This is an optimization exercise on Yosys and OpenROAD, whose aim is small area, not a production implementation.
Only simulation tests tie the RTL to the original design; equivalence was not proved.

==> design/flow/design.v <==
module fa(a,b,ci,s,co);           
input a,b,ci;
output s,co;
assign s = a ^ b ^ ci;
assign co = (a & b) | (ci & (a ^ b));
endmodule
module ha(a,b,s,co);              
input a,b;
output s,co;
assign s = a ^ b;
assign co = a & b;
endmodule
module fa1(a,b,s,co);             
input a,b;
output s,co;
assign s = ~(a ^ b);
assign co = a | b;
endmodule
module aoi222(a1,a2,b1,b2,c1,c2,y);
input a1,a2,b1,b2,c1,c2;
output y;
assign y = ~((a1 & a2) | (b1 & b2) | (c1 & c2));
endmodule
module nand2(a,b,y);
input a,b;
output y;
assign y = ~(a & b);
endmodule
module nand3(a,b,c,y);
input a,b,c;
output y;
assign y = ~(a & b & c);
endmodule
module nand4(a,b,c,d,y);
input a,b,c,d;
output y;
assign y = ~(a & b & c & d);
endmodule
module nor3(a,b,c,y);
input a,b,c;
output y;
assign y = ~(a | b | c);
endmodule
module bsel(onen,twon,hn,hn1,neg,pp);
input onen,twon,hn,hn1,neg;
output pp;
assign pp = ~((hn | onen) & (hn1 | twon)) ^ neg;
endmodule
module bsel0(onen,hn,neg,pp);
input onen,hn,neg;
output pp;
assign pp = ~(hn | onen) ^ neg;
endmodule
module mac(hn,acc,onen,twon,neg,s);
input[15:0] hn;
input[31:0] acc;
input[7:0] onen,twon,neg;
output[32:0] s;
wire [7:0] negn = ~neg;
wire accn31 = ~acc[31];
wire pp0_0;
wire pp0_1;
wire pp0_2;
wire pp0_3;
wire pp0_4;
wire pp0_5;
wire pp0_6;
wire pp0_7;
wire pp0_8;
wire pp0_9;
wire pp0_10;
wire pp0_11;
wire pp0_12;
wire pp0_13;
wire pp0_14;
wire pp0_15;
wire pp0_16;
wire pp1_0;
wire pp1_1;
wire pp1_2;
wire pp1_3;
wire pp1_4;
wire pp1_5;
wire pp1_6;
wire pp1_7;
wire pp1_8;
wire pp1_9;
wire pp1_10;
wire pp1_11;
wire pp1_12;
wire pp1_13;
wire pp1_14;
wire pp1_15;
wire pp1_16;
wire pp2_0;
wire pp2_1;
wire pp2_2;
wire pp2_3;
wire pp2_4;
wire pp2_5;
wire pp2_6;
wire pp2_7;
wire pp2_8;
wire pp2_9;
wire pp2_10;
wire pp2_11;
wire pp2_12;
wire pp2_13;
wire pp2_14;
wire pp2_15;
wire pp2_16;
wire pp3_0;
wire pp3_1;
wire pp3_2;
wire pp3_3;
wire pp3_4;
wire pp3_5;
wire pp3_6;
wire pp3_7;
wire pp3_8;
wire pp3_9;
wire pp3_10;
wire pp3_11;
wire pp3_12;
wire pp3_13;
wire pp3_14;
wire pp3_15;
wire pp3_16;
wire pp4_0;
wire pp4_1;
wire pp4_2;
wire pp4_3;
wire pp4_4;
wire pp4_5;
wire pp4_6;
wire pp4_7;
wire pp4_8;
wire pp4_9;
wire pp4_10;
wire pp4_11;
wire pp4_12;
wire pp4_13;
wire pp4_14;
wire pp4_15;
wire pp4_16;
wire pp5_0;
wire pp5_1;
wire pp5_2;
wire pp5_3;
wire pp5_4;
wire pp5_5;
wire pp5_6;
wire pp5_7;
wire pp5_8;
wire pp5_9;
wire pp5_10;
wire pp5_11;
wire pp5_12;
wire pp5_13;
wire pp5_14;
wire pp5_15;
wire pp5_16;
wire pp6_0;
wire pp6_1;
wire pp6_2;
wire pp6_3;
wire pp6_4;
wire pp6_5;
wire pp6_6;
wire pp6_7;
wire pp6_8;
wire pp6_9;
wire pp6_10;
wire pp6_11;
wire pp6_12;
wire pp6_13;
wire pp6_14;
wire pp6_15;
wire pp6_16;
wire pp7_0;
wire pp7_1;
wire pp7_2;
wire pp7_3;
wire pp7_4;
wire pp7_5;
wire pp7_6;
wire pp7_7;
wire pp7_8;
wire pp7_9;
wire pp7_10;
wire pp7_11;
wire pp7_12;
wire pp7_13;
wire pp7_14;
wire pp7_15;
wire pp7_16;
wire s1, c1;
wire s2, c2;
wire s3, c3;
wire s4, c4;
wire s5, c5;
wire s6, c6;
wire s7, c7;
wire s8, c8;
wire s9, c9;
wire s10, c10;
wire s11, c11;
wire s12, c12;
wire s13, c13;
wire s14, c14;
wire s15, c15;
wire s16, c16;
wire s17, c17;
wire s18, c18;
wire s19, c19;
wire s20, c20;
wire s21, c21;
wire s22, c22;
wire s23, c23;
wire s24, c24;
wire s25, c25;
wire s26, c26;
wire s27, c27;
wire s28, c28;
wire s29, c29;
wire s30, c30;
wire s31, c31;
wire s32, c32;
wire s33, c33;
wire s34, c34;
wire s35, c35;
wire s36, c36;
wire s37, c37;
wire s38, c38;
wire s39, c39;
wire s40, c40;
wire s41, c41;
wire s42, c42;
wire s43, c43;
wire s44, c44;
wire s45, c45;
wire s46, c46;
wire s47, c47;
wire s48, c48;
wire s49, c49;
wire s50, c50;
wire s51, c51;
wire s52, c52;
wire s53, c53;
wire s54, c54;
wire s55, c55;
wire s56, c56;
wire s57, c57;
wire s58, c58;
wire s59, c59;
wire s60, c60;
wire s61, c61;
wire s62, c62;
wire s63, c63;
wire s64, c64;
wire s65, c65;
wire s66, c66;
wire s67, c67;
wire s68, c68;
wire s69, c69;
wire s70, c70;
wire s71, c71;
wire s72, c72;
wire s73, c73;
wire s74, c74;
wire s75, c75;
wire s76, c76;
wire s77, c77;
wire s78, c78;
wire s79, c79;
wire s80, c80;
wire s81, c81;
wire s82, c82;
wire s83, c83;
wire s84, c84;
wire s85, c85;
wire s86, c86;
wire s87, c87;
wire s88, c88;
wire s89, c89;
wire s90, c90;
wire s91, c91;
wire s92, c92;
wire s93, c93;
wire s94, c94;
wire s95, c95;
wire s96, c96;
wire s97, c97;
wire s98, c98;
wire s99, c99;
wire s100, c100;
wire s101, c101;
wire s102, c102;
wire s103, c103;
wire s104, c104;
wire s105, c105;
wire s106, c106;
wire s107, c107;
wire s108, c108;
wire s109, c109;
wire s110, c110;
wire s111, c111;
wire s112, c112;
wire s113, c113;
wire s114, c114;
wire s115, c115;
wire s116, c116;
wire s117, c117;
wire s118, c118;
wire s119, c119;
wire s120, c120;
wire s121, c121;
wire s122, c122;
wire s123, c123;
wire s124, c124;
wire s125, c125;
wire s126, c126;
wire s127, c127;
wire s128, c128;
wire s129, c129;
wire s130, c130;
wire s131, c131;
wire s132, c132;
wire s133, c133;
wire s134, c134;
wire s135, c135;
wire s136, c136;
wire s137, c137;
wire s138, c138;
wire s139, c139;
wire s140, c140;
wire s141, c141;
wire s142, c142;
wire s143, c143;
wire s144, c144;
wire s145, c145;
wire s146, c146;
wire s147, c147;
wire s148, c148;
wire s149, c149;
wire s150, c150;
wire s151, c151;
wire s152, c152;
wire s153, c153;
wire s154, c154;
wire s155, c155;
wire s156, c156;
wire s157, c157;
wire s158, c158;
wire s159, c159;
bsel0 b0_0(.onen(onen[0]), .hn(hn[0]), .neg(neg[0]), .pp(pp0_0));
bsel b0_1(.onen(onen[0]), .twon(twon[0]), .hn(hn[1]), .hn1(hn[0]), .neg(neg[0]), .pp(pp0_1));
bsel b0_2(.onen(onen[0]), .twon(twon[0]), .hn(hn[2]), .hn1(hn[1]), .neg(neg[0]), .pp(pp0_2));
bsel b0_3(.onen(onen[0]), .twon(twon[0]), .hn(hn[3]), .hn1(hn[2]), .neg(neg[0]), .pp(pp0_3));
bsel b0_4(.onen(onen[0]), .twon(twon[0]), .hn(hn[4]), .hn1(hn[3]), .neg(neg[0]), .pp(pp0_4));
bsel b0_5(.onen(onen[0]), .twon(twon[0]), .hn(hn[5]), .hn1(hn[4]), .neg(neg[0]), .pp(pp0_5));
bsel b0_6(.onen(onen[0]), .twon(twon[0]), .hn(hn[6]), .hn1(hn[5]), .neg(neg[0]), .pp(pp0_6));
bsel b0_7(.onen(onen[0]), .twon(twon[0]), .hn(hn[7]), .hn1(hn[6]), .neg(neg[0]), .pp(pp0_7));
bsel b0_8(.onen(onen[0]), .twon(twon[0]), .hn(hn[8]), .hn1(hn[7]), .neg(neg[0]), .pp(pp0_8));
bsel b0_9(.onen(onen[0]), .twon(twon[0]), .hn(hn[9]), .hn1(hn[8]), .neg(neg[0]), .pp(pp0_9));
bsel b0_10(.onen(onen[0]), .twon(twon[0]), .hn(hn[10]), .hn1(hn[9]), .neg(neg[0]), .pp(pp0_10));
bsel b0_11(.onen(onen[0]), .twon(twon[0]), .hn(hn[11]), .hn1(hn[10]), .neg(neg[0]), .pp(pp0_11));
bsel b0_12(.onen(onen[0]), .twon(twon[0]), .hn(hn[12]), .hn1(hn[11]), .neg(neg[0]), .pp(pp0_12));
bsel b0_13(.onen(onen[0]), .twon(twon[0]), .hn(hn[13]), .hn1(hn[12]), .neg(neg[0]), .pp(pp0_13));
bsel b0_14(.onen(onen[0]), .twon(twon[0]), .hn(hn[14]), .hn1(hn[13]), .neg(neg[0]), .pp(pp0_14));
bsel b0_15(.onen(onen[0]), .twon(twon[0]), .hn(hn[15]), .hn1(hn[14]), .neg(neg[0]), .pp(pp0_15));
bsel b0_16(.onen(onen[0]), .twon(twon[0]), .hn(hn[15]), .hn1(hn[15]), .neg(negn[0]), .pp(pp0_16));
bsel0 b1_0(.onen(onen[1]), .hn(hn[0]), .neg(neg[1]), .pp(pp1_0));
bsel b1_1(.onen(onen[1]), .twon(twon[1]), .hn(hn[1]), .hn1(hn[0]), .neg(neg[1]), .pp(pp1_1));
bsel b1_2(.onen(onen[1]), .twon(twon[1]), .hn(hn[2]), .hn1(hn[1]), .neg(neg[1]), .pp(pp1_2));
bsel b1_3(.onen(onen[1]), .twon(twon[1]), .hn(hn[3]), .hn1(hn[2]), .neg(neg[1]), .pp(pp1_3));
bsel b1_4(.onen(onen[1]), .twon(twon[1]), .hn(hn[4]), .hn1(hn[3]), .neg(neg[1]), .pp(pp1_4));
bsel b1_5(.onen(onen[1]), .twon(twon[1]), .hn(hn[5]), .hn1(hn[4]), .neg(neg[1]), .pp(pp1_5));
bsel b1_6(.onen(onen[1]), .twon(twon[1]), .hn(hn[6]), .hn1(hn[5]), .neg(neg[1]), .pp(pp1_6));
bsel b1_7(.onen(onen[1]), .twon(twon[1]), .hn(hn[7]), .hn1(hn[6]), .neg(neg[1]), .pp(pp1_7));
bsel b1_8(.onen(onen[1]), .twon(twon[1]), .hn(hn[8]), .hn1(hn[7]), .neg(neg[1]), .pp(pp1_8));
bsel b1_9(.onen(onen[1]), .twon(twon[1]), .hn(hn[9]), .hn1(hn[8]), .neg(neg[1]), .pp(pp1_9));
bsel b1_10(.onen(onen[1]), .twon(twon[1]), .hn(hn[10]), .hn1(hn[9]), .neg(neg[1]), .pp(pp1_10));
bsel b1_11(.onen(onen[1]), .twon(twon[1]), .hn(hn[11]), .hn1(hn[10]), .neg(neg[1]), .pp(pp1_11));
bsel b1_12(.onen(onen[1]), .twon(twon[1]), .hn(hn[12]), .hn1(hn[11]), .neg(neg[1]), .pp(pp1_12));
bsel b1_13(.onen(onen[1]), .twon(twon[1]), .hn(hn[13]), .hn1(hn[12]), .neg(neg[1]), .pp(pp1_13));
bsel b1_14(.onen(onen[1]), .twon(twon[1]), .hn(hn[14]), .hn1(hn[13]), .neg(neg[1]), .pp(pp1_14));
bsel b1_15(.onen(onen[1]), .twon(twon[1]), .hn(hn[15]), .hn1(hn[14]), .neg(neg[1]), .pp(pp1_15));
bsel b1_16(.onen(onen[1]), .twon(twon[1]), .hn(hn[15]), .hn1(hn[15]), .neg(negn[1]), .pp(pp1_16));
bsel0 b2_0(.onen(onen[2]), .hn(hn[0]), .neg(neg[2]), .pp(pp2_0));
bsel b2_1(.onen(onen[2]), .twon(twon[2]), .hn(hn[1]), .hn1(hn[0]), .neg(neg[2]), .pp(pp2_1));
bsel b2_2(.onen(onen[2]), .twon(twon[2]), .hn(hn[2]), .hn1(hn[1]), .neg(neg[2]), .pp(pp2_2));
bsel b2_3(.onen(onen[2]), .twon(twon[2]), .hn(hn[3]), .hn1(hn[2]), .neg(neg[2]), .pp(pp2_3));
bsel b2_4(.onen(onen[2]), .twon(twon[2]), .hn(hn[4]), .hn1(hn[3]), .neg(neg[2]), .pp(pp2_4));
bsel b2_5(.onen(onen[2]), .twon(twon[2]), .hn(hn[5]), .hn1(hn[4]), .neg(neg[2]), .pp(pp2_5));
bsel b2_6(.onen(onen[2]), .twon(twon[2]), .hn(hn[6]), .hn1(hn[5]), .neg(neg[2]), .pp(pp2_6));
bsel b2_7(.onen(onen[2]), .twon(twon[2]), .hn(hn[7]), .hn1(hn[6]), .neg(neg[2]), .pp(pp2_7));
bsel b2_8(.onen(onen[2]), .twon(twon[2]), .hn(hn[8]), .hn1(hn[7]), .neg(neg[2]), .pp(pp2_8));
bsel b2_9(.onen(onen[2]), .twon(twon[2]), .hn(hn[9]), .hn1(hn[8]), .neg(neg[2]), .pp(pp2_9));
bsel b2_10(.onen(onen[2]), .twon(twon[2]), .hn(hn[10]), .hn1(hn[9]), .neg(neg[2]), .pp(pp2_10));
bsel b2_11(.onen(onen[2]), .twon(twon[2]), .hn(hn[11]), .hn1(hn[10]), .neg(neg[2]), .pp(pp2_11));
bsel b2_12(.onen(onen[2]), .twon(twon[2]), .hn(hn[12]), .hn1(hn[11]), .neg(neg[2]), .pp(pp2_12));
bsel b2_13(.onen(onen[2]), .twon(twon[2]), .hn(hn[13]), .hn1(hn[12]), .neg(neg[2]), .pp(pp2_13));
bsel b2_14(.onen(onen[2]), .twon(twon[2]), .hn(hn[14]), .hn1(hn[13]), .neg(neg[2]), .pp(pp2_14));
bsel b2_15(.onen(onen[2]), .twon(twon[2]), .hn(hn[15]), .hn1(hn[14]), .neg(neg[2]), .pp(pp2_15));
bsel b2_16(.onen(onen[2]), .twon(twon[2]), .hn(hn[15]), .hn1(hn[15]), .neg(negn[2]), .pp(pp2_16));
bsel0 b3_0(.onen(onen[3]), .hn(hn[0]), .neg(neg[3]), .pp(pp3_0));
bsel b3_1(.onen(onen[3]), .twon(twon[3]), .hn(hn[1]), .hn1(hn[0]), .neg(neg[3]), .pp(pp3_1));
bsel b3_2(.onen(onen[3]), .twon(twon[3]), .hn(hn[2]), .hn1(hn[1]), .neg(neg[3]), .pp(pp3_2));
bsel b3_3(.onen(onen[3]), .twon(twon[3]), .hn(hn[3]), .hn1(hn[2]), .neg(neg[3]), .pp(pp3_3));
bsel b3_4(.onen(onen[3]), .twon(twon[3]), .hn(hn[4]), .hn1(hn[3]), .neg(neg[3]), .pp(pp3_4));
bsel b3_5(.onen(onen[3]), .twon(twon[3]), .hn(hn[5]), .hn1(hn[4]), .neg(neg[3]), .pp(pp3_5));
bsel b3_6(.onen(onen[3]), .twon(twon[3]), .hn(hn[6]), .hn1(hn[5]), .neg(neg[3]), .pp(pp3_6));
bsel b3_7(.onen(onen[3]), .twon(twon[3]), .hn(hn[7]), .hn1(hn[6]), .neg(neg[3]), .pp(pp3_7));
bsel b3_8(.onen(onen[3]), .twon(twon[3]), .hn(hn[8]), .hn1(hn[7]), .neg(neg[3]), .pp(pp3_8));
bsel b3_9(.onen(onen[3]), .twon(twon[3]), .hn(hn[9]), .hn1(hn[8]), .neg(neg[3]), .pp(pp3_9));
bsel b3_10(.onen(onen[3]), .twon(twon[3]), .hn(hn[10]), .hn1(hn[9]), .neg(neg[3]), .pp(pp3_10));
bsel b3_11(.onen(onen[3]), .twon(twon[3]), .hn(hn[11]), .hn1(hn[10]), .neg(neg[3]), .pp(pp3_11));
bsel b3_12(.onen(onen[3]), .twon(twon[3]), .hn(hn[12]), .hn1(hn[11]), .neg(neg[3]), .pp(pp3_12));
bsel b3_13(.onen(onen[3]), .twon(twon[3]), .hn(hn[13]), .hn1(hn[12]), .neg(neg[3]), .pp(pp3_13));
bsel b3_14(.onen(onen[3]), .twon(twon[3]), .hn(hn[14]), .hn1(hn[13]), .neg(neg[3]), .pp(pp3_14));
bsel b3_15(.onen(onen[3]), .twon(twon[3]), .hn(hn[15]), .hn1(hn[14]), .neg(neg[3]), .pp(pp3_15));
bsel b3_16(.onen(onen[3]), .twon(twon[3]), .hn(hn[15]), .hn1(hn[15]), .neg(negn[3]), .pp(pp3_16));
bsel0 b4_0(.onen(onen[4]), .hn(hn[0]), .neg(neg[4]), .pp(pp4_0));
bsel b4_1(.onen(onen[4]), .twon(twon[4]), .hn(hn[1]), .hn1(hn[0]), .neg(neg[4]), .pp(pp4_1));
bsel b4_2(.onen(onen[4]), .twon(twon[4]), .hn(hn[2]), .hn1(hn[1]), .neg(neg[4]), .pp(pp4_2));
bsel b4_3(.onen(onen[4]), .twon(twon[4]), .hn(hn[3]), .hn1(hn[2]), .neg(neg[4]), .pp(pp4_3));
bsel b4_4(.onen(onen[4]), .twon(twon[4]), .hn(hn[4]), .hn1(hn[3]), .neg(neg[4]), .pp(pp4_4));
bsel b4_5(.onen(onen[4]), .twon(twon[4]), .hn(hn[5]), .hn1(hn[4]), .neg(neg[4]), .pp(pp4_5));
bsel b4_6(.onen(onen[4]), .twon(twon[4]), .hn(hn[6]), .hn1(hn[5]), .neg(neg[4]), .pp(pp4_6));
bsel b4_7(.onen(onen[4]), .twon(twon[4]), .hn(hn[7]), .hn1(hn[6]), .neg(neg[4]), .pp(pp4_7));
bsel b4_8(.onen(onen[4]), .twon(twon[4]), .hn(hn[8]), .hn1(hn[7]), .neg(neg[4]), .pp(pp4_8));
bsel b4_9(.onen(onen[4]), .twon(twon[4]), .hn(hn[9]), .hn1(hn[8]), .neg(neg[4]), .pp(pp4_9));
bsel b4_10(.onen(onen[4]), .twon(twon[4]), .hn(hn[10]), .hn1(hn[9]), .neg(neg[4]), .pp(pp4_10));
bsel b4_11(.onen(onen[4]), .twon(twon[4]), .hn(hn[11]), .hn1(hn[10]), .neg(neg[4]), .pp(pp4_11));
bsel b4_12(.onen(onen[4]), .twon(twon[4]), .hn(hn[12]), .hn1(hn[11]), .neg(neg[4]), .pp(pp4_12));
bsel b4_13(.onen(onen[4]), .twon(twon[4]), .hn(hn[13]), .hn1(hn[12]), .neg(neg[4]), .pp(pp4_13));
bsel b4_14(.onen(onen[4]), .twon(twon[4]), .hn(hn[14]), .hn1(hn[13]), .neg(neg[4]), .pp(pp4_14));
bsel b4_15(.onen(onen[4]), .twon(twon[4]), .hn(hn[15]), .hn1(hn[14]), .neg(neg[4]), .pp(pp4_15));
bsel b4_16(.onen(onen[4]), .twon(twon[4]), .hn(hn[15]), .hn1(hn[15]), .neg(negn[4]), .pp(pp4_16));
bsel0 b5_0(.onen(onen[5]), .hn(hn[0]), .neg(neg[5]), .pp(pp5_0));
bsel b5_1(.onen(onen[5]), .twon(twon[5]), .hn(hn[1]), .hn1(hn[0]), .neg(neg[5]), .pp(pp5_1));
bsel b5_2(.onen(onen[5]), .twon(twon[5]), .hn(hn[2]), .hn1(hn[1]), .neg(neg[5]), .pp(pp5_2));
bsel b5_3(.onen(onen[5]), .twon(twon[5]), .hn(hn[3]), .hn1(hn[2]), .neg(neg[5]), .pp(pp5_3));
bsel b5_4(.onen(onen[5]), .twon(twon[5]), .hn(hn[4]), .hn1(hn[3]), .neg(neg[5]), .pp(pp5_4));
bsel b5_5(.onen(onen[5]), .twon(twon[5]), .hn(hn[5]), .hn1(hn[4]), .neg(neg[5]), .pp(pp5_5));
bsel b5_6(.onen(onen[5]), .twon(twon[5]), .hn(hn[6]), .hn1(hn[5]), .neg(neg[5]), .pp(pp5_6));
bsel b5_7(.onen(onen[5]), .twon(twon[5]), .hn(hn[7]), .hn1(hn[6]), .neg(neg[5]), .pp(pp5_7));
bsel b5_8(.onen(onen[5]), .twon(twon[5]), .hn(hn[8]), .hn1(hn[7]), .neg(neg[5]), .pp(pp5_8));
bsel b5_9(.onen(onen[5]), .twon(twon[5]), .hn(hn[9]), .hn1(hn[8]), .neg(neg[5]), .pp(pp5_9));
bsel b5_10(.onen(onen[5]), .twon(twon[5]), .hn(hn[10]), .hn1(hn[9]), .neg(neg[5]), .pp(pp5_10));
bsel b5_11(.onen(onen[5]), .twon(twon[5]), .hn(hn[11]), .hn1(hn[10]), .neg(neg[5]), .pp(pp5_11));
bsel b5_12(.onen(onen[5]), .twon(twon[5]), .hn(hn[12]), .hn1(hn[11]), .neg(neg[5]), .pp(pp5_12));
bsel b5_13(.onen(onen[5]), .twon(twon[5]), .hn(hn[13]), .hn1(hn[12]), .neg(neg[5]), .pp(pp5_13));
bsel b5_14(.onen(onen[5]), .twon(twon[5]), .hn(hn[14]), .hn1(hn[13]), .neg(neg[5]), .pp(pp5_14));
bsel b5_15(.onen(onen[5]), .twon(twon[5]), .hn(hn[15]), .hn1(hn[14]), .neg(neg[5]), .pp(pp5_15));
bsel b5_16(.onen(onen[5]), .twon(twon[5]), .hn(hn[15]), .hn1(hn[15]), .neg(negn[5]), .pp(pp5_16));
bsel0 b6_0(.onen(onen[6]), .hn(hn[0]), .neg(neg[6]), .pp(pp6_0));
bsel b6_1(.onen(onen[6]), .twon(twon[6]), .hn(hn[1]), .hn1(hn[0]), .neg(neg[6]), .pp(pp6_1));
bsel b6_2(.onen(onen[6]), .twon(twon[6]), .hn(hn[2]), .hn1(hn[1]), .neg(neg[6]), .pp(pp6_2));
bsel b6_3(.onen(onen[6]), .twon(twon[6]), .hn(hn[3]), .hn1(hn[2]), .neg(neg[6]), .pp(pp6_3));
bsel b6_4(.onen(onen[6]), .twon(twon[6]), .hn(hn[4]), .hn1(hn[3]), .neg(neg[6]), .pp(pp6_4));
bsel b6_5(.onen(onen[6]), .twon(twon[6]), .hn(hn[5]), .hn1(hn[4]), .neg(neg[6]), .pp(pp6_5));
bsel b6_6(.onen(onen[6]), .twon(twon[6]), .hn(hn[6]), .hn1(hn[5]), .neg(neg[6]), .pp(pp6_6));
bsel b6_7(.onen(onen[6]), .twon(twon[6]), .hn(hn[7]), .hn1(hn[6]), .neg(neg[6]), .pp(pp6_7));
bsel b6_8(.onen(onen[6]), .twon(twon[6]), .hn(hn[8]), .hn1(hn[7]), .neg(neg[6]), .pp(pp6_8));
bsel b6_9(.onen(onen[6]), .twon(twon[6]), .hn(hn[9]), .hn1(hn[8]), .neg(neg[6]), .pp(pp6_9));
bsel b6_10(.onen(onen[6]), .twon(twon[6]), .hn(hn[10]), .hn1(hn[9]), .neg(neg[6]), .pp(pp6_10));
bsel b6_11(.onen(onen[6]), .twon(twon[6]), .hn(hn[11]), .hn1(hn[10]), .neg(neg[6]), .pp(pp6_11));
bsel b6_12(.onen(onen[6]), .twon(twon[6]), .hn(hn[12]), .hn1(hn[11]), .neg(neg[6]), .pp(pp6_12));
bsel b6_13(.onen(onen[6]), .twon(twon[6]), .hn(hn[13]), .hn1(hn[12]), .neg(neg[6]), .pp(pp6_13));
bsel b6_14(.onen(onen[6]), .twon(twon[6]), .hn(hn[14]), .hn1(hn[13]), .neg(neg[6]), .pp(pp6_14));
bsel b6_15(.onen(onen[6]), .twon(twon[6]), .hn(hn[15]), .hn1(hn[14]), .neg(neg[6]), .pp(pp6_15));
bsel b6_16(.onen(onen[6]), .twon(twon[6]), .hn(hn[15]), .hn1(hn[15]), .neg(negn[6]), .pp(pp6_16));
bsel0 b7_0(.onen(onen[7]), .hn(hn[0]), .neg(neg[7]), .pp(pp7_0));
bsel b7_1(.onen(onen[7]), .twon(twon[7]), .hn(hn[1]), .hn1(hn[0]), .neg(neg[7]), .pp(pp7_1));
bsel b7_2(.onen(onen[7]), .twon(twon[7]), .hn(hn[2]), .hn1(hn[1]), .neg(neg[7]), .pp(pp7_2));
bsel b7_3(.onen(onen[7]), .twon(twon[7]), .hn(hn[3]), .hn1(hn[2]), .neg(neg[7]), .pp(pp7_3));
bsel b7_4(.onen(onen[7]), .twon(twon[7]), .hn(hn[4]), .hn1(hn[3]), .neg(neg[7]), .pp(pp7_4));
bsel b7_5(.onen(onen[7]), .twon(twon[7]), .hn(hn[5]), .hn1(hn[4]), .neg(neg[7]), .pp(pp7_5));
bsel b7_6(.onen(onen[7]), .twon(twon[7]), .hn(hn[6]), .hn1(hn[5]), .neg(neg[7]), .pp(pp7_6));
bsel b7_7(.onen(onen[7]), .twon(twon[7]), .hn(hn[7]), .hn1(hn[6]), .neg(neg[7]), .pp(pp7_7));
bsel b7_8(.onen(onen[7]), .twon(twon[7]), .hn(hn[8]), .hn1(hn[7]), .neg(neg[7]), .pp(pp7_8));
bsel b7_9(.onen(onen[7]), .twon(twon[7]), .hn(hn[9]), .hn1(hn[8]), .neg(neg[7]), .pp(pp7_9));
bsel b7_10(.onen(onen[7]), .twon(twon[7]), .hn(hn[10]), .hn1(hn[9]), .neg(neg[7]), .pp(pp7_10));
bsel b7_11(.onen(onen[7]), .twon(twon[7]), .hn(hn[11]), .hn1(hn[10]), .neg(neg[7]), .pp(pp7_11));
bsel b7_12(.onen(onen[7]), .twon(twon[7]), .hn(hn[12]), .hn1(hn[11]), .neg(neg[7]), .pp(pp7_12));
bsel b7_13(.onen(onen[7]), .twon(twon[7]), .hn(hn[13]), .hn1(hn[12]), .neg(neg[7]), .pp(pp7_13));
bsel b7_14(.onen(onen[7]), .twon(twon[7]), .hn(hn[14]), .hn1(hn[13]), .neg(neg[7]), .pp(pp7_14));
bsel b7_15(.onen(onen[7]), .twon(twon[7]), .hn(hn[15]), .hn1(hn[14]), .neg(neg[7]), .pp(pp7_15));
bsel b7_16(.onen(onen[7]), .twon(twon[7]), .hn(hn[15]), .hn1(hn[15]), .neg(negn[7]), .pp(pp7_16));
fa f1(.a(acc[0]), .b(neg[0]), .ci(pp0_0), .s(s1), .co(c1));
fa f2(.a(acc[1]), .b(pp0_1), .ci(c1), .s(s2), .co(c2));
fa f3(.a(acc[2]), .b(neg[1]), .ci(pp0_2), .s(s3), .co(c3));
fa f4(.a(pp1_0), .b(s3), .ci(c2), .s(s4), .co(c4));
fa f5(.a(acc[3]), .b(pp0_3), .ci(pp1_1), .s(s5), .co(c5));
fa f6(.a(c3), .b(s5), .ci(c4), .s(s6), .co(c6));
fa f7(.a(acc[4]), .b(neg[2]), .ci(pp0_4), .s(s7), .co(c7));
fa f8(.a(pp1_2), .b(pp2_0), .ci(c5), .s(s8), .co(c8));
fa f9(.a(s7), .b(s8), .ci(c6), .s(s9), .co(c9));
fa f10(.a(acc[5]), .b(pp0_5), .ci(pp1_3), .s(s10), .co(c10));
fa f11(.a(pp2_1), .b(c7), .ci(s10), .s(s11), .co(c11));
fa f12(.a(c8), .b(s11), .ci(c9), .s(s12), .co(c12));
fa f13(.a(acc[6]), .b(neg[3]), .ci(pp0_6), .s(s13), .co(c13));
fa f14(.a(pp1_4), .b(pp2_2), .ci(pp3_0), .s(s14), .co(c14));
fa f15(.a(c10), .b(s13), .ci(s14), .s(s15), .co(c15));
fa f16(.a(c11), .b(s15), .ci(c12), .s(s16), .co(c16));
fa f17(.a(acc[7]), .b(pp0_7), .ci(pp1_5), .s(s17), .co(c17));
fa f18(.a(pp2_3), .b(pp3_1), .ci(c13), .s(s18), .co(c18));
fa f19(.a(c14), .b(s17), .ci(c15), .s(s19), .co(c19));
fa f20(.a(s18), .b(s19), .ci(c16), .s(s20), .co(c20));
fa f21(.a(acc[8]), .b(neg[4]), .ci(pp0_8), .s(s21), .co(c21));
fa f22(.a(pp1_6), .b(pp2_4), .ci(pp3_2), .s(s22), .co(c22));
fa f23(.a(pp4_0), .b(c17), .ci(s21), .s(s23), .co(c23));
fa f24(.a(s22), .b(c18), .ci(s23), .s(s24), .co(c24));
fa f25(.a(c19), .b(s24), .ci(c20), .s(s25), .co(c25));
fa f26(.a(acc[9]), .b(pp0_9), .ci(pp1_7), .s(s26), .co(c26));
fa f27(.a(pp2_5), .b(pp3_3), .ci(pp4_1), .s(s27), .co(c27));
fa f28(.a(c21), .b(c22), .ci(s26), .s(s28), .co(c28));
fa f29(.a(s27), .b(c23), .ci(s28), .s(s29), .co(c29));
fa f30(.a(c24), .b(s29), .ci(c25), .s(s30), .co(c30));
fa f31(.a(acc[10]), .b(neg[5]), .ci(pp0_10), .s(s31), .co(c31));
fa f32(.a(pp1_8), .b(pp2_6), .ci(pp3_4), .s(s32), .co(c32));
fa f33(.a(pp4_2), .b(pp5_0), .ci(c26), .s(s33), .co(c33));
fa f34(.a(c27), .b(s31), .ci(s32), .s(s34), .co(c34));
fa f35(.a(c28), .b(s33), .ci(s34), .s(s35), .co(c35));
fa f36(.a(c29), .b(s35), .ci(c30), .s(s36), .co(c36));
fa f37(.a(acc[11]), .b(pp0_11), .ci(pp1_9), .s(s37), .co(c37));
fa f38(.a(pp2_7), .b(pp3_5), .ci(pp4_3), .s(s38), .co(c38));
fa f39(.a(pp5_1), .b(c31), .ci(c32), .s(s39), .co(c39));
fa f40(.a(s37), .b(s38), .ci(c33), .s(s40), .co(c40));
fa f41(.a(c34), .b(s39), .ci(c35), .s(s41), .co(c41));
fa f42(.a(s40), .b(s41), .ci(c36), .s(s42), .co(c42));
fa f43(.a(acc[12]), .b(neg[6]), .ci(pp0_12), .s(s43), .co(c43));
fa f44(.a(pp1_10), .b(pp2_8), .ci(pp3_6), .s(s44), .co(c44));
fa f45(.a(pp4_4), .b(pp5_2), .ci(pp6_0), .s(s45), .co(c45));
fa f46(.a(c37), .b(c38), .ci(s43), .s(s46), .co(c46));
fa f47(.a(s44), .b(s45), .ci(c39), .s(s47), .co(c47));
fa f48(.a(s46), .b(c40), .ci(s47), .s(s48), .co(c48));
fa f49(.a(c41), .b(s48), .ci(c42), .s(s49), .co(c49));
fa f50(.a(acc[13]), .b(pp0_13), .ci(pp1_11), .s(s50), .co(c50));
fa f51(.a(pp2_9), .b(pp3_7), .ci(pp4_5), .s(s51), .co(c51));
fa f52(.a(pp5_3), .b(pp6_1), .ci(c43), .s(s52), .co(c52));
fa f53(.a(c44), .b(c45), .ci(s50), .s(s53), .co(c53));
fa f54(.a(s51), .b(c46), .ci(s52), .s(s54), .co(c54));
fa f55(.a(s53), .b(c47), .ci(s54), .s(s55), .co(c55));
fa f56(.a(c48), .b(s55), .ci(c49), .s(s56), .co(c56));
fa f57(.a(acc[14]), .b(neg[7]), .ci(pp0_14), .s(s57), .co(c57));
fa f58(.a(pp1_12), .b(pp2_10), .ci(pp3_8), .s(s58), .co(c58));
fa f59(.a(pp4_6), .b(pp5_4), .ci(pp6_2), .s(s59), .co(c59));
fa f60(.a(pp7_0), .b(c50), .ci(c51), .s(s60), .co(c60));
fa f61(.a(s57), .b(s58), .ci(s59), .s(s61), .co(c61));
fa f62(.a(c52), .b(c53), .ci(s60), .s(s62), .co(c62));
fa f63(.a(s61), .b(c54), .ci(s62), .s(s63), .co(c63));
fa f64(.a(c55), .b(s63), .ci(c56), .s(s64), .co(c64));
fa f65(.a(acc[15]), .b(pp0_15), .ci(pp1_13), .s(s65), .co(c65));
fa f66(.a(pp2_11), .b(pp3_9), .ci(pp4_7), .s(s66), .co(c66));
fa f67(.a(pp5_5), .b(pp6_3), .ci(pp7_1), .s(s67), .co(c67));
fa f68(.a(c57), .b(c58), .ci(c59), .s(s68), .co(c68));
fa f69(.a(s65), .b(s66), .ci(s67), .s(s69), .co(c69));
fa f70(.a(c60), .b(c61), .ci(s68), .s(s70), .co(c70));
fa f71(.a(s69), .b(c62), .ci(s70), .s(s71), .co(c71));
fa f72(.a(c63), .b(s71), .ci(c64), .s(s72), .co(c72));
fa1 f73(.a(acc[16]), .b(pp0_16), .s(s73), .co(c73));
fa f74(.a(pp1_14), .b(pp2_12), .ci(pp3_10), .s(s74), .co(c74));
fa f75(.a(pp4_8), .b(pp5_6), .ci(pp6_4), .s(s75), .co(c75));
fa f76(.a(pp7_2), .b(c65), .ci(c66), .s(s76), .co(c76));
fa f77(.a(c67), .b(s73), .ci(s74), .s(s77), .co(c77));
fa f78(.a(s75), .b(c68), .ci(c69), .s(s78), .co(c78));
fa f79(.a(s76), .b(s77), .ci(c70), .s(s79), .co(c79));
fa f80(.a(s78), .b(c71), .ci(s79), .s(s80), .co(c80));
ha f81(.a(c72), .b(s80), .s(s81), .co(c81));
fa1 f82(.a(acc[17]), .b(pp1_15), .s(s82), .co(c82));
fa f83(.a(pp2_13), .b(pp3_11), .ci(pp4_9), .s(s83), .co(c83));
fa f84(.a(pp5_7), .b(pp6_5), .ci(pp7_3), .s(s84), .co(c84));
fa f85(.a(c73), .b(c74), .ci(c75), .s(s85), .co(c85));
fa f86(.a(s82), .b(s83), .ci(s84), .s(s86), .co(c86));
fa f87(.a(c76), .b(c77), .ci(s85), .s(s87), .co(c87));
fa f88(.a(s86), .b(c78), .ci(s87), .s(s88), .co(c88));
fa f89(.a(c79), .b(s88), .ci(c80), .s(s89), .co(c89));
ha f90(.a(c81), .b(s89), .s(s90), .co(c90));
fa f91(.a(acc[18]), .b(pp1_16), .ci(pp2_14), .s(s91), .co(c91));
fa f92(.a(pp3_12), .b(pp4_10), .ci(pp5_8), .s(s92), .co(c92));
fa f93(.a(pp6_6), .b(pp7_4), .ci(c82), .s(s93), .co(c93));
fa f94(.a(c83), .b(c84), .ci(s91), .s(s94), .co(c94));
fa f95(.a(s92), .b(c85), .ci(c86), .s(s95), .co(c95));
fa f96(.a(s93), .b(s94), .ci(c87), .s(s96), .co(c96));
fa f97(.a(s95), .b(c88), .ci(s96), .s(s97), .co(c97));
fa f98(.a(s97), .b(c89), .ci(c90), .s(s98), .co(c98));
fa1 f99(.a(acc[19]), .b(pp2_15), .s(s99), .co(c99));
fa f100(.a(pp3_13), .b(pp4_11), .ci(pp5_9), .s(s100), .co(c100));
fa f101(.a(pp6_7), .b(pp7_5), .ci(c91), .s(s101), .co(c101));
fa f102(.a(c92), .b(s100), .ci(s99), .s(s102), .co(c102));
fa f103(.a(c93), .b(c94), .ci(s101), .s(s103), .co(c103));
fa f104(.a(s102), .b(c95), .ci(s103), .s(s104), .co(c104));
fa f105(.a(c96), .b(s104), .ci(c97), .s(s105), .co(c105));
ha f106(.a(c98), .b(s105), .s(s106), .co(c106));
fa f107(.a(acc[20]), .b(pp2_16), .ci(pp3_14), .s(s107), .co(c107));
fa f108(.a(pp4_12), .b(pp5_10), .ci(pp6_8), .s(s108), .co(c108));
fa f109(.a(pp7_6), .b(c100), .ci(c99), .s(s109), .co(c109));
fa f110(.a(s107), .b(s108), .ci(c101), .s(s110), .co(c110));
fa f111(.a(c102), .b(s109), .ci(c103), .s(s111), .co(c111));
fa f112(.a(s110), .b(c104), .ci(s111), .s(s112), .co(c112));
fa f113(.a(s112), .b(c105), .ci(c106), .s(s113), .co(c113));
fa1 f114(.a(acc[21]), .b(pp3_15), .s(s114), .co(c114));
fa f115(.a(pp4_13), .b(pp5_11), .ci(pp6_9), .s(s115), .co(c115));
fa f116(.a(pp7_7), .b(c107), .ci(c108), .s(s116), .co(c116));
fa f117(.a(s114), .b(s115), .ci(c109), .s(s117), .co(c117));
fa f118(.a(s116), .b(c110), .ci(s117), .s(s118), .co(c118));
fa f119(.a(c111), .b(s118), .ci(c112), .s(s119), .co(c119));
ha f120(.a(c113), .b(s119), .s(s120), .co(c120));
fa f121(.a(acc[22]), .b(pp3_16), .ci(pp4_14), .s(s121), .co(c121));
fa f122(.a(pp5_12), .b(pp6_10), .ci(pp7_8), .s(s122), .co(c122));
fa f123(.a(c114), .b(c115), .ci(s121), .s(s123), .co(c123));
fa f124(.a(s122), .b(c116), .ci(s123), .s(s124), .co(c124));
fa f125(.a(c117), .b(s124), .ci(c118), .s(s125), .co(c125));
fa f126(.a(s125), .b(c119), .ci(c120), .s(s126), .co(c126));
fa1 f127(.a(acc[23]), .b(pp4_15), .s(s127), .co(c127));
fa f128(.a(pp5_13), .b(pp6_11), .ci(pp7_9), .s(s128), .co(c128));
fa f129(.a(c121), .b(c122), .ci(s127), .s(s129), .co(c129));
fa f130(.a(s128), .b(c123), .ci(s129), .s(s130), .co(c130));
fa f131(.a(c124), .b(s130), .ci(c125), .s(s131), .co(c131));
ha f132(.a(c126), .b(s131), .s(s132), .co(c132));
fa f133(.a(acc[24]), .b(pp4_16), .ci(pp5_14), .s(s133), .co(c133));
fa f134(.a(pp6_12), .b(pp7_10), .ci(c127), .s(s134), .co(c134));
fa f135(.a(c128), .b(s133), .ci(c129), .s(s135), .co(c135));
fa f136(.a(s134), .b(c130), .ci(s135), .s(s136), .co(c136));
fa f137(.a(s136), .b(c131), .ci(c132), .s(s137), .co(c137));
fa1 f138(.a(acc[25]), .b(pp5_15), .s(s138), .co(c138));
fa f139(.a(pp6_13), .b(pp7_11), .ci(c133), .s(s139), .co(c139));
fa f140(.a(s138), .b(c134), .ci(s139), .s(s140), .co(c140));
fa f141(.a(c135), .b(s140), .ci(c136), .s(s141), .co(c141));
ha f142(.a(c137), .b(s141), .s(s142), .co(c142));
fa f143(.a(acc[26]), .b(pp5_16), .ci(pp6_14), .s(s143), .co(c143));
fa f144(.a(pp7_12), .b(c138), .ci(s143), .s(s144), .co(c144));
fa f145(.a(c139), .b(s144), .ci(c140), .s(s145), .co(c145));
fa f146(.a(s145), .b(c141), .ci(c142), .s(s146), .co(c146));
fa1 f147(.a(acc[27]), .b(pp6_15), .s(s147), .co(c147));
fa f148(.a(pp7_13), .b(c143), .ci(s147), .s(s148), .co(c148));
fa f149(.a(c144), .b(s148), .ci(c145), .s(s149), .co(c149));
ha f150(.a(c146), .b(s149), .s(s150), .co(c150));
fa f151(.a(acc[28]), .b(pp6_16), .ci(pp7_14), .s(s151), .co(c151));
fa f152(.a(c147), .b(s151), .ci(c148), .s(s152), .co(c152));
fa f153(.a(s152), .b(c149), .ci(c150), .s(s153), .co(c153));
fa1 f154(.a(acc[29]), .b(pp7_15), .s(s154), .co(c154));
fa f155(.a(c151), .b(s154), .ci(c152), .s(s155), .co(c155));
ha f156(.a(c153), .b(s155), .s(s156), .co(c156));
fa f157(.a(acc[30]), .b(pp7_16), .ci(c154), .s(s157), .co(c157));
fa f158(.a(s157), .b(c155), .ci(c156), .s(s158), .co(c158));
fa f159(.a(accn31), .b(c157), .ci(c158), .s(s159), .co(c159));
assign s = {~c159, s159, s158, s156, s153, s150, s146, s142, s137, s132, s126, s120, s113, s106, s98, s90, s81, s72, s64, s56, s49, s42, s36, s30, s25, s20, s16, s12, s9, s6, s4, s2, s1};
endmodule
module rmux(d,sel,yn);
input[30:0] d;
input[30:0] sel;
output yn;
wire [10:0] t;
wire [2:0] o;
aoi222 a0(.a1(d[0]), .a2(sel[0]), .b1(d[1]), .b2(sel[1]), .c1(d[2]), .c2(sel[2]), .y(t[0]));
aoi222 a1(.a1(d[3]), .a2(sel[3]), .b1(d[4]), .b2(sel[4]), .c1(d[5]), .c2(sel[5]), .y(t[1]));
aoi222 a2(.a1(d[6]), .a2(sel[6]), .b1(d[7]), .b2(sel[7]), .c1(d[8]), .c2(sel[8]), .y(t[2]));
aoi222 a3(.a1(d[9]), .a2(sel[9]), .b1(d[10]), .b2(sel[10]), .c1(d[11]), .c2(sel[11]), .y(t[3]));
aoi222 a4(.a1(d[12]), .a2(sel[12]), .b1(d[13]), .b2(sel[13]), .c1(d[14]), .c2(sel[14]), .y(t[4]));
aoi222 a5(.a1(d[15]), .a2(sel[15]), .b1(d[16]), .b2(sel[16]), .c1(d[17]), .c2(sel[17]), .y(t[5]));
aoi222 a6(.a1(d[18]), .a2(sel[18]), .b1(d[19]), .b2(sel[19]), .c1(d[20]), .c2(sel[20]), .y(t[6]));
aoi222 a7(.a1(d[21]), .a2(sel[21]), .b1(d[22]), .b2(sel[22]), .c1(d[23]), .c2(sel[23]), .y(t[7]));
aoi222 a8(.a1(d[24]), .a2(sel[24]), .b1(d[25]), .b2(sel[25]), .c1(d[26]), .c2(sel[26]), .y(t[8]));
aoi222 a9(.a1(d[27]), .a2(sel[27]), .b1(d[28]), .b2(sel[28]), .c1(d[29]), .c2(sel[29]), .y(t[9]));
nand2 a10(.a(d[30]), .b(sel[30]), .y(t[10]));
nand4 o0(.a(t[0]), .b(t[1]), .c(t[2]), .d(t[3]), .y(o[0]));
nand4 o1(.a(t[4]), .b(t[5]), .c(t[6]), .d(t[7]), .y(o[1]));
nand3 o2(.a(t[8]), .b(t[9]), .c(t[10]), .y(o[2]));
nor3 o3(.a(o[0]), .b(o[1]), .c(o[2]), .y(yn));
endmodule
module h_rom_h(addr,mode,onen,twon,neg);
input mode;
input[4:0] addr;
output[7:0] onen, twon, neg;
wire [4:0] k = 5'd0 - addr;
wire [3:0] kk = k[4] ? ~k[3:0] : k[3:0];
reg [7:0] one, two, sg;
always @(*) begin
	case({mode,kk})
		5'd0: begin one = 8'b00001101; two = 8'b00000000; sg = 8'b00000100; end  
		5'd1: begin one = 8'b00001010; two = 8'b00000000; sg = 8'b00000010; end  
		5'd2: begin one = 8'b00001111; two = 8'b00000000; sg = 8'b00000000; end  
		5'd3: begin one = 8'b00010000; two = 8'b00001000; sg = 8'b00001000; end  
		5'd4: begin one = 8'b00011001; two = 8'b00000000; sg = 8'b00001000; end  
		5'd5: begin one = 8'b00010010; two = 8'b00000100; sg = 8'b00000010; end  
		5'd6: begin one = 8'b00000111; two = 8'b00011000; sg = 8'b00001000; end  
		5'd7: begin one = 8'b00101111; two = 8'b00010000; sg = 8'b00010101; end  
		5'd8: begin one = 8'b00110000; two = 8'b00000000; sg = 8'b00010000; end  
		5'd9: begin one = 8'b00100110; two = 8'b00000000; sg = 8'b00000010; end  
		5'd10: begin one = 8'b00110110; two = 8'b00001001; sg = 8'b00000101; end  
		5'd11: begin one = 8'b00010011; two = 8'b00101100; sg = 8'b00010101; end  
		5'd12: begin one = 8'b01101100; two = 8'b00010001; sg = 8'b00110001; end  
		5'd13: begin one = 8'b01011111; two = 8'b00000000; sg = 8'b00010001; end  
		5'd14: begin one = 8'b00110110; two = 8'b01001001; sg = 8'b00111001; end  
		5'd15: begin one = 8'b11011110; two = 8'b00000001; sg = 8'b00000011; end  
		5'd16: begin one = 8'b00000110; two = 8'b00000001; sg = 8'b00000101; end  
		5'd17: begin one = 8'b00000101; two = 8'b00000000; sg = 8'b00000000; end  
		5'd18: begin one = 8'b00001000; two = 8'b00000000; sg = 8'b00000000; end  
		5'd19: begin one = 8'b00010011; two = 8'b00001000; sg = 8'b00001001; end  
		5'd20: begin one = 8'b00011011; two = 8'b00000000; sg = 8'b00001001; end  
		5'd21: begin one = 8'b00011100; two = 8'b00000000; sg = 8'b00001000; end  
		5'd22: begin one = 8'b00000110; two = 8'b00001000; sg = 8'b00000110; end  
		5'd23: begin one = 8'b00010111; two = 8'b00001000; sg = 8'b00010111; end  
		5'd24: begin one = 8'b00101100; two = 8'b00010011; sg = 8'b00101001; end  
		5'd25: begin one = 8'b00100100; two = 8'b00000010; sg = 8'b00100010; end  
		5'd26: begin one = 8'b00111100; two = 8'b00000000; sg = 8'b00111100; end  
		5'd27: begin one = 8'b00111011; two = 8'b00000000; sg = 8'b00111010; end  
		5'd28: begin one = 8'b00111110; two = 8'b00000001; sg = 8'b00100001; end  
		5'd29: begin one = 8'b00100001; two = 8'b00000010; sg = 8'b00000010; end  
		5'd30: begin one = 8'b01111111; two = 8'b00000000; sg = 8'b00011010; end  
		5'd31: begin one = 8'b11010000; two = 8'b00001011; sg = 8'b00011001; end  
		default: begin one = 8'b0; two = 8'b0; sg = 8'b0; end
	endcase
end
assign onen = ~one;
assign twon = ~two;
assign neg = sg ^ {8{k[4]}};
endmodule
module fir_H(xIn,sample,clk,reset,yOut,mode);
input mode;
input sample, clk, reset;
input[15:0] xIn;
output reg[15:0] yOut;
	reg [495:0] ring;           
	reg [4:0] r;                
	reg [15:0] xb;              
	reg [4:0] ph;               
	reg [4:0] u;                
	reg [31:0] acc;
	wire start = sample & ~reset & (ph == 5'd0);
	wire busy = (ph != 5'd0);
	wire ins = busy & ((ph == r) | ((ph == 5'd31) & (r == 5'd0)));
	wire [15:0] fb = ins ? xb : ring[15:0];
	always @(posedge clk)
		ring <= {fb, ring[495:16]};
	always @(posedge clk)
		if (!busy) xb <= xIn;
	always @(posedge clk)
		if (reset) r <= 5'd0;
		else if (!(start | busy)) r <= (r == 5'd0) ? 5'd30 : r - 5'd1;
	wire [15:0] hn;
	wire [30:0] sel;
	genvar g;
	generate for (g = 0; g < 31; g = g + 1) begin : rd
		assign sel[g] = (r == g);
	end
	for (g = 0; g < 16; g = g + 1) begin : rb
		wire [30:0] d;
		genvar w;
		for (w = 0; w < 31; w = w + 1) begin : dw
			assign d[w] = ring[16*w + g];
		end
		rmux m(.d(d), .sel(sel), .yn(hn[g]));
	end endgenerate
	always @(posedge clk)
		if (reset) ph <= 5'd0;
		else if (start | busy) ph <= ph + 5'd1;
	always @(posedge clk)
		if (reset) u <= 5'd31;
		else if (ph == 5'd31 && u != 5'd0) u <= u - 5'd1;
	wire [7:0] onen, twon, neg;
	h_rom_h rom(.addr(ph), .mode(mode), .onen(onen), .twon(twon), .neg(neg));
	wire [32:0] s;
	mac mac0(.hn(hn), .acc(acc), .onen(onen), .twon(twon), .neg(neg), .s(s));
	wire [31:0] sat = (s[32] == s[31]) ? s[31:0] : (s[32] ? 32'h8000_0000 : 32'h07ff_ffff);
	wire clr = reset | (ph == 5'd31) | (~busy & ~sample) | (ph < u);
	always @(posedge clk)
		acc <= clr ? 32'd0 : sat;
	wire [15:0] y = acc[31] ? (acc[30] ? acc[30:15] : 16'h8000)
	                        : (acc[30] ? 16'h7fff : acc[30:15]);
	always @(posedge clk)
		if (reset) yOut <= 16'd0;
		else if (ph == 5'd31) yOut <= y;
endmodule
==> design/flow/flow/run.sh <==
#!/bin/bash
# Layout flow: the standard ORFS flow (standard.sh), with
#  - clock tree synthesis without dummy loads (CTS_ARGS), and
#  - power recovery in global routing, which downsizes gates that have slack.
set -euo pipefail
export CTS_ARGS="-sink_clustering_enable -repair_clock_nets -dont_use_dummy_load"
export RECOVER_POWER=100
bash standard.sh > standard.log 2>&1
==> design/flow/standard.sh <==
#!/bin/bash
# synth_recipe.tcl (not shown) runs the flow's synth.tcl, then flattens the netlist and writes it again
# the make line also repeats each setting of config.mk as NAME=value (left out here)
make -C /OpenROAD-flow-scripts/flow DESIGN_CONFIG=/design/flow/config.mk WORK_HOME=/design/flow/orfs CLKGATE_MAP_FILE= SYNTH_SCRIPT=/design/flow/synth_recipe.tcl "${@:-finish}"
==> design/flow/config.mk <==
export PLATFORM = sky130hd
export DESIGN_NAME = fir_H
export DESIGN_NICKNAME = fir_H
export VERILOG_FILES = /design/flow/design.v
export SDC_FILE = /design/flow/constraint.sdc
export NUM_CORES = 4
export LEC_CHECK = 0
export CAP_MARGIN = 20
export CORE_MARGIN = 2
export CORE_UTILIZATION = 60
export SLEW_MARGIN = 20
export SYNTH_HIERARCHICAL = 1
==> design/flow/constraint.sdc <==
create_clock -name core_clock -period 25.0 [get_ports {clk}]
set_input_delay 5.0000 -clock core_clock [delete_from_list [all_inputs] [get_ports {clk}]]
set_output_delay 5.0000 -clock core_clock [all_outputs]
set_load 0.01 [all_outputs]
==> results of run 1 <==
-- Yosys cell counts (4+ instances only) --
cell / n / area [um^2]
a222oi_1: 160 / 1600
o211ai_1: 39 / 293
xor2_1: 138 / 1210
nand2_1: 82 / 308
xnor2_4: 4 / 110
dfxtp_1: 559 / 11200
edfxtp_1: 16 / 480
xnor2_1: 14 / 123
a31oi_1: 5 / 31.3
nor2b_1: 6 / 37.5
o21ai_1: 4 / 20.0
nand3_1: 43 / 215
clkbuf_1: 34 / 128
o22ai_2: 129 / 1610
nor3_1: 27 / 135
a221oi_1: 4 / 35.0
ha_1: 41 / 513
o311a_1: 16 / 160
nor3_2: 47 / 470
nand4_1: 49 / 307
fa_1: 143 / 2860
inv_1: 79 / 297
a32oi_1: 5 / 43.8
o21ai_0: 23 / 115
buf_2: 13 / 65.1
or2_2: 4 / 25.0
buf_6: 5 / 56.3
and2_1: 4 / 25.0
mux2i_1: 6 / 60.1
buf_4: 39 / 293
a21oi_1: 64 / 320
nor2_1: 83 / 312
-- layout make-up --
cell class                      count  area, um^2  share of cell area (%)
Multi-Input combinational cell   1197       11800                    44.1
Timing Repair Buffer              107         880                    3.30
Inverter                           83         314                    1.18
Sequential cell                   575       11700                    43.8
Clock buffer                       55        1380                    5.16
Tap cell                          525         657                    2.46
-- through the flow --
step | setup slack, ns | area, um^2 | util [%]
after global routing | 2.87 | 26700 | 67.1
after floorplan | 5.83 | 24100 | -
after global placement | 4.81 | 25300 | 63.7
final | 3.73 | 26700 | 67.1
after CTS | 5.14 | 26700 | 67.2
after detailed placement | 4.57 | 25300 | 63.7
-- modules after synthesis (local to each module, per instance), a selection --
module   flip-flops and latches  area [um^2]  copies in the design
bsel0                         0         12.5                     8
nand2                         0         3.75                    16
nor3                          0         10.0                    16
fa                            0         20.0                   143
h_rom_h                       0         1510                     1
ha                            0         12.5                     8
nand3                         0         5.00                    16
fir_H                       575        14200                     1
fa1                           0         27.5                     8
bsel                          0         21.3                   128
nand4                         0         6.26                    32
aoi222                        0         10.0                   160
mac                           0          278                     1
-- layer usage --
metal | vias up | track usage, % | share of wire, %
met2 | 604 | 51.5 | 49
met5 | - | 0 | 0
met4 | 0 | 9.47 | 2.9
li1 | 7386 | - | -
met1 | 8341 | 40.4 | 42
met3 | 106 | 4.55 | 6.1
-- cells by family after synthesis --
kind of cell | count (synthesis) | share of synthesized area, %
flops | 575 | 48.4
compound gates | 484 | 19.0
simple gates | 362 | 8.32
fa+ha+maj | 184 | 14.0
buf+inv | 180 | 3.84
xor+xnor | 159 | 6.18
mux | 7 | 0.296
other cells | 1 | 0.0155
-- state kept, by name, indices dropped and copies added, names as in the netlist --
| name | count |
|---|---|
| xb | 16 |
| ph | 5 |
| acc | 32 |
| r | 5 |
| u | 5 |
| yOut | 16 |
| ring | 496 |
-- path summary, 6_finish.rpt --
kind,startpoint,to,slack [ns]
hold reg to reg,ring[453],ring[437],0.30
hold / removal,ring[453],ring[437],0.30
setup reg to reg,ph[0],acc[6],5.77
setup / recovery,mode,acc[6],3.73
-- critical path, delay by kind of cell --
family	cells	cell delay [ns]
buffers and inverters	3	1.48
adder cells (fa/ha/maj)	33	11.90
AND/OR/NAND/NOR	3	1.36
XOR/XNOR	1	0.23
AO/OA/AOI/OAI	3	1.71
==> impl_metrics.tcl, run 1 <==
set metrics [dict create \
    maxCapViolCount 3 \
    grt_pass1_vias 16600 \
    core_area_um2 39700 \
    crit_type "in2reg" \
    dp_cells 2487 \
    grt_max_degree 45 \
    reg2regPathDepth 50 \
    gp_congestion 0.911 \
    holdBufCountCts 0 \
    maxSlewViolCount 86 \
    antenna_left 0 \
    failed_checks "capacitance limit, slew limit" \
    rsz0062_at_grt "false" \
    critPathLaunchType "primary input" \
    worstSkewPairLatency_ns 0.62 \
    cp_slowest_stage_delay_ns 1.50 \
    crit_required_ns 25.47 \
    fill_cells 3009 \
    dr.pass1.iters 9 \
    synth_edf_count 16 \
    finalCritPeriodShare_pct 85.1 \
    hold_slack_ns 0.295 \
    ys.flop_type "dfxtp_1" \
    antenna_cells 0 \
    synth.avg_cell_area_um2 12.4 \
    cts_buffer_depth 3 \
    ys_seq_elements 575 \
    finalNetCount 2223 \
    grt_pass1_wl_um 97400 \
    instances_no_fill 2542 \
    end_kind "flop" \
    die_w_um 205 \
    grt_usage_pct 30.4 \
    viasPerCell 6.47 \
    overflow 0 \
    relSlewSlack_pct -29.4 \
    die_area_um2 41800 \
    cpMostUsedCell "fa_1" \
    setup_tns_ns 0 \
    clk_pin_slew_ns 0.06 \
    drive_gt1_share_pct 17.6 \
    cts_made_buffers 55 \
    synthDistinctLibCells 77 \
    layout_common_cells "dfxtp_1 (559), a222oi_1 (160), fa_1 (143), xor2_1 (138), o22ai_2 (129)" \
    cp_slowest_cell "a21oi_1" \
    synth.net_count 2156 \
    crit_fanout 32 \
    setup_violations 0 \
    tightestPinTransition_ns 1.94 \
    cts_tree "done" \
    hold_violations 0 \
    arrival_ns 21.75 \
    post_cts_resized 0 \
    max_freq_mhz 47.0 \
    post_cts_buffers 0 \
    h-tree-depth 2 \
    die_h_um 205 \
    rows 73 \
    skew_ns 0.0683 \
    drtIter0Drc 1829 \
    synthCells 1952 \
    start_util_pct 60.7 \
    cts_root_buffer "clkbuf_16" \
    avgRoutedWirePerCell_um 24.7 \
    outcome "finished with violations" \
    drcViolationCount 0 \
    holdPathStages 0 \
    num_vias 16400 \
    syn_area_um2 24100 \
    hpwl_um 41600 \
    io_buffers 35 \
    post-route-min-period_ns 21.27 \
    area.growth.synth_to_final_pct 10.5 \
    final_common_cell "dfxtp_1" \
    ys_warn_count 8 \
    antenna_found_initial 0 \
    io_pins 36 \
    async_reset_ff_share_pct 0 \
    cts.sinks 575 \
    synth-seq-area-share_pct 48.4 \
    min-delay-path-class "reg2reg" \
    totalWireLength_um 62800 \
]
==> inputs of run 2 (changes only) <==
==> design/flow/run.sh (new file) <==
#!/bin/bash
# synth_recipe.tcl (not shown) runs the flow's synth.tcl, then flattens the netlist and writes it again
# the make line also repeats each setting of config.mk as NAME=value (left out here)
make -C /OpenROAD-flow-scripts/flow DESIGN_CONFIG=/design/flow/config.mk WORK_HOME=/design/flow/orfs CLKGATE_MAP_FILE= SYNTH_SCRIPT=/design/flow/synth_recipe.tcl finish
removed: design/flow/flow/run.sh
removed: design/flow/standard.sh
==> run 2 against run 1 <==
Compared with the run above: the run now finishes clean; area after synthesis unchanged; cell count increased by 1.8%; design area increased by 2.3%; sequential cell count unchanged; via count increased by 0.44%; routed wire length increased by 0.26%; highest routed layer unchanged; critical path type unchanged; global-route usage about the same.
==> impl_metrics.tcl, run 2 <==
set metrics [dict create \
    outcome "no timing/DRC/antenna violations" \
    die_area_um2 41800 \
    drtIter0Drc 1995 \
    rsz0062_at_grt "false" \
    post_cts_resized 0 \
    yosys.area_share.adder_pct 14.0 \
    grt_pass1_vias 16700 \
    finalCritPeriodShare_pct 78.3 \
    crit_required_ns 25.52 \
    ys.flop_type "dfxtp_1" \
    synth.net_count 2156 \
    hold_violations 0 \
    synth.avg_cell_area_um2 12.4 \
    overflow 0 \
    synthCells 1952 \
    fin_util_pct 68.6 \
    num_vias 16500 \
    worstSkewPairLatency_ns 0.62 \
    core_area_um2 39700 \
    synth_top_family_by_area "compound AO/OA/AOI/OAI gates" \
    cts_tree "done" \
    grt_usage_pct 30.5 \
    synthSimpleGateAreaFrac_pct 8.32 \
    critPathLaunchType "primary input" \
    r2r_start "ph[0]" \
    die_w_um 205 \
    syn_area_um2 24100 \
    synthMuxAreaShare_pct 0.296 \
    cpMostUsedCell "fa_1" \
    antenna_left 0 \
    top_regs "ring (496), acc (32)" \
    cp_slowest_cell "nor2_2" \
    post_cts_buffers 0 \
    gp_congestion 0.911 \
    fill_cells 2930 \
    largest_reg_flops 496 \
    antenna_cells 0 \
    drcViolationCount 0 \
    cts_buffer_depth 3 \
    antenna_found_initial 0 \
    maxCapViolCount 0 \
    io_pins 36 \
    crit_start "mode" \
    crit_buf_inv 3 \
    synth_compound_area_share_pct 19.0 \
    yosysTopAreaCellShare_pct 46.4 \
    cts.sinks 575 \
    rows 73 \
    max_freq_mhz 51.1 \
    setup_tns_ns 0 \
    synthXorXnorAreaFrac_pct 6.18 \
    avgRoutedWirePerCell_um 24.3 \
    crit_fanout 32 \
    maxSlewViolCount 0 \
    min_from "ring[256]" \
    setup_violations 0 \
    ys_warn_count 8 \
    crit_type "in2reg" \
    synthDistinctLibCells 77 \
    h-tree-depth 2 \
    layout_common_cells "dfxtp_1 (559), a222oi_1 (160), fa_1 (143), xor2_1 (138), o22ai_2 (129)" \
    async_reset_ff_share_pct 0 \
    ys_seq_elements 575 \
    drive_gt1_share_pct 19.5 \
    area.growth.synth_to_final_pct 13.0 \
    synth-seq-area-share_pct 48.4 \
    hold_slack_ns 0.338 \
    cts_made_buffers 55 \
    ys_top_cells_by_area "dfxtp_1 (46%), fa_1 (12%), o22ai_2 (6.7%), a222oi_1 (6.6%), xor2_1 (5.0%)" \
    cp_slowest_stage_delay_ns 1.05 \
    dp_cells 2487 \
    synth_edf_count 16 \
    holdBufCountCts 0 \
    instances_no_fill 2588 \
    yosysMostFrequentCell "dfxtp_1" \
    end_kind "flop" \
    dr.pass1.iters 13 \
    finalNetCount 2223 \
    cts_root_buffer "clkbuf_16" \
    cp_top_family "adder cells" \
    start_util_pct 60.7 \
    relSlewSlack_pct 24.8 \
    final_common_cell "dfxtp_1" \
    skew_ns 0.0231 \
    post-route-min-period_ns 19.59 \
    die_h_um 205 \
    totalWireLength_um 63000 \
    viasPerCell 6.38 \
    grt_pass1_wl_um 97800 \
    min-delay-path-class "reg2reg" \
    tightestPinTransition_ns 1.13 \
    yosys.area.top_type "dfxtp_1" \
    top_register "ring" \
    arrival_ns 20.11 \
    grt_max_degree 45 \
    ys_top_cells_by_count "dfxtp_1 (559), a222oi_1 (160), fa_1 (143)" \
    io_buffers 35 \
    clk_pin_slew_ns 0.07 \
    hpwl_um 41600 \
]
run 2: routing by layer:
| metal | wire length, um | track usage, % | share of wire [%] | vias up |
|---|---|---|---|---|
| met4 | 2080 | 11.0 | 3.3 | 0 |
| met5 | 0 | 0 | 0 | - |
| met2 | 30700 | 51.3 | 49 | 608 |
| met1 | 26300 | 40.3 | 42 | 8363 |
| li1 | - | - | - | 7423 |
| met3 | 3890 | 4.15 | 6.2 | 116 |
run 2: final timing paths:
kind                     to  slack [ns]  cells past startpoint
hold / removal    ring[240]        0.34                      0
setup / recovery     acc[9]        5.41                     42
setup reg to reg     acc[9]        6.74                     50
hold reg to reg   ring[240]        0.34                      0
run 2: Yosys stat by module (local to each module, per instance), a selection:
module / flops+latches / area [um^2]
h_rom_h: 0 / 1510
mac: 0 / 278
fa1: 0 / 27.5
fa: 0 / 20.0
bsel0: 0 / 12.5
nor3: 0 / 10.0
aoi222: 0 / 10.0
nand4: 0 / 6.26
nand3: 0 / 5.00
run 2: kinds of logic (layout without fill, tap and decap cells):
family	after synthesis	in the layout
DFF	575	575
AOI/OAI and AO/OA	484	484
other	1	1
xor gates and xnor gates	159	159
and+or+nand+nor	362	362
muxes	7	7
buffers and inverters	180	291
adders and majority gates	184	184
run 2: cell type report:
type                            count  area (um^2)  area share [%]
Inverter                           83          314            1.15
Tap cell                          525          657            2.41
Timing Repair Buffer              107          891            3.27
Clock inverter                     28          378            1.39
Sequential cell                   575        11700            42.8
Multi-Input combinational cell   1197        11800            43.3
Clock buffer                       73         1560            5.71
run 2: worst reg2reg max path: cells and delay by family (launching register included):
kind | cells | cell delay [ns]
buffers and inverters | 3 | 0.85
flip-flops | 1 | 0.53
XOR/XNOR | 3 | 0.72
AO/OA/AOI/OAI | 4 | 1.03
adder cells (fa/ha/maj) | 35 | 13.01
AND/OR/NAND/NOR | 5 | 2.02
run 2: metrics by stage:
| step | worst slack [ns] | instance area [um^2] |
|---|---|---|
| 2_1_floorplan | 5.83 | 24100 |
| 3_3_place_gp | 4.81 | 25300 |
| 3_5_place_dp | 4.57 | 25300 |
| 4_1_cts | 5.19 | 27300 |
| 5_1_grt | 4.75 | 27300 |
| 6_report | 5.41 | 27300 |

==> afterwards: timing with drivers on the ports <==
Ports are ideal in the flow. The routed layouts listed here were re-timed in OpenROAD.
Step 1: set_driving_cell puts a clkbuf_16 on clk and a buf_2 on each other input, an assumption about the parent block.
Step 2 also shifts input and output timing later by t, the mid clock arrival at the registers, as if the neighbouring blocks saw the same clock.
Slacks: no drivers / after step 1 / after step 2; pairs: no drivers / after step 1.
| run | t (ns) | setup WS [ns] | worst setup path after step 2 | latest minus earliest clock arrival (ns) | cell pins on the clock port's net |
|---|---|---|---|---|---|
| run 1 | 0.640 | 3.726 / 3.752 / 3.112 | input to register | 0.071 / 0.072 | 1 |
| run 2 | 0.665 | 5.413 / 5.433 / 4.769 | input to register | 0.026 / 0.025 | 1 |
The setup slack of run 2, which loses most, moves by +0.020 ns with the drivers and by -0.644 ns with both steps.
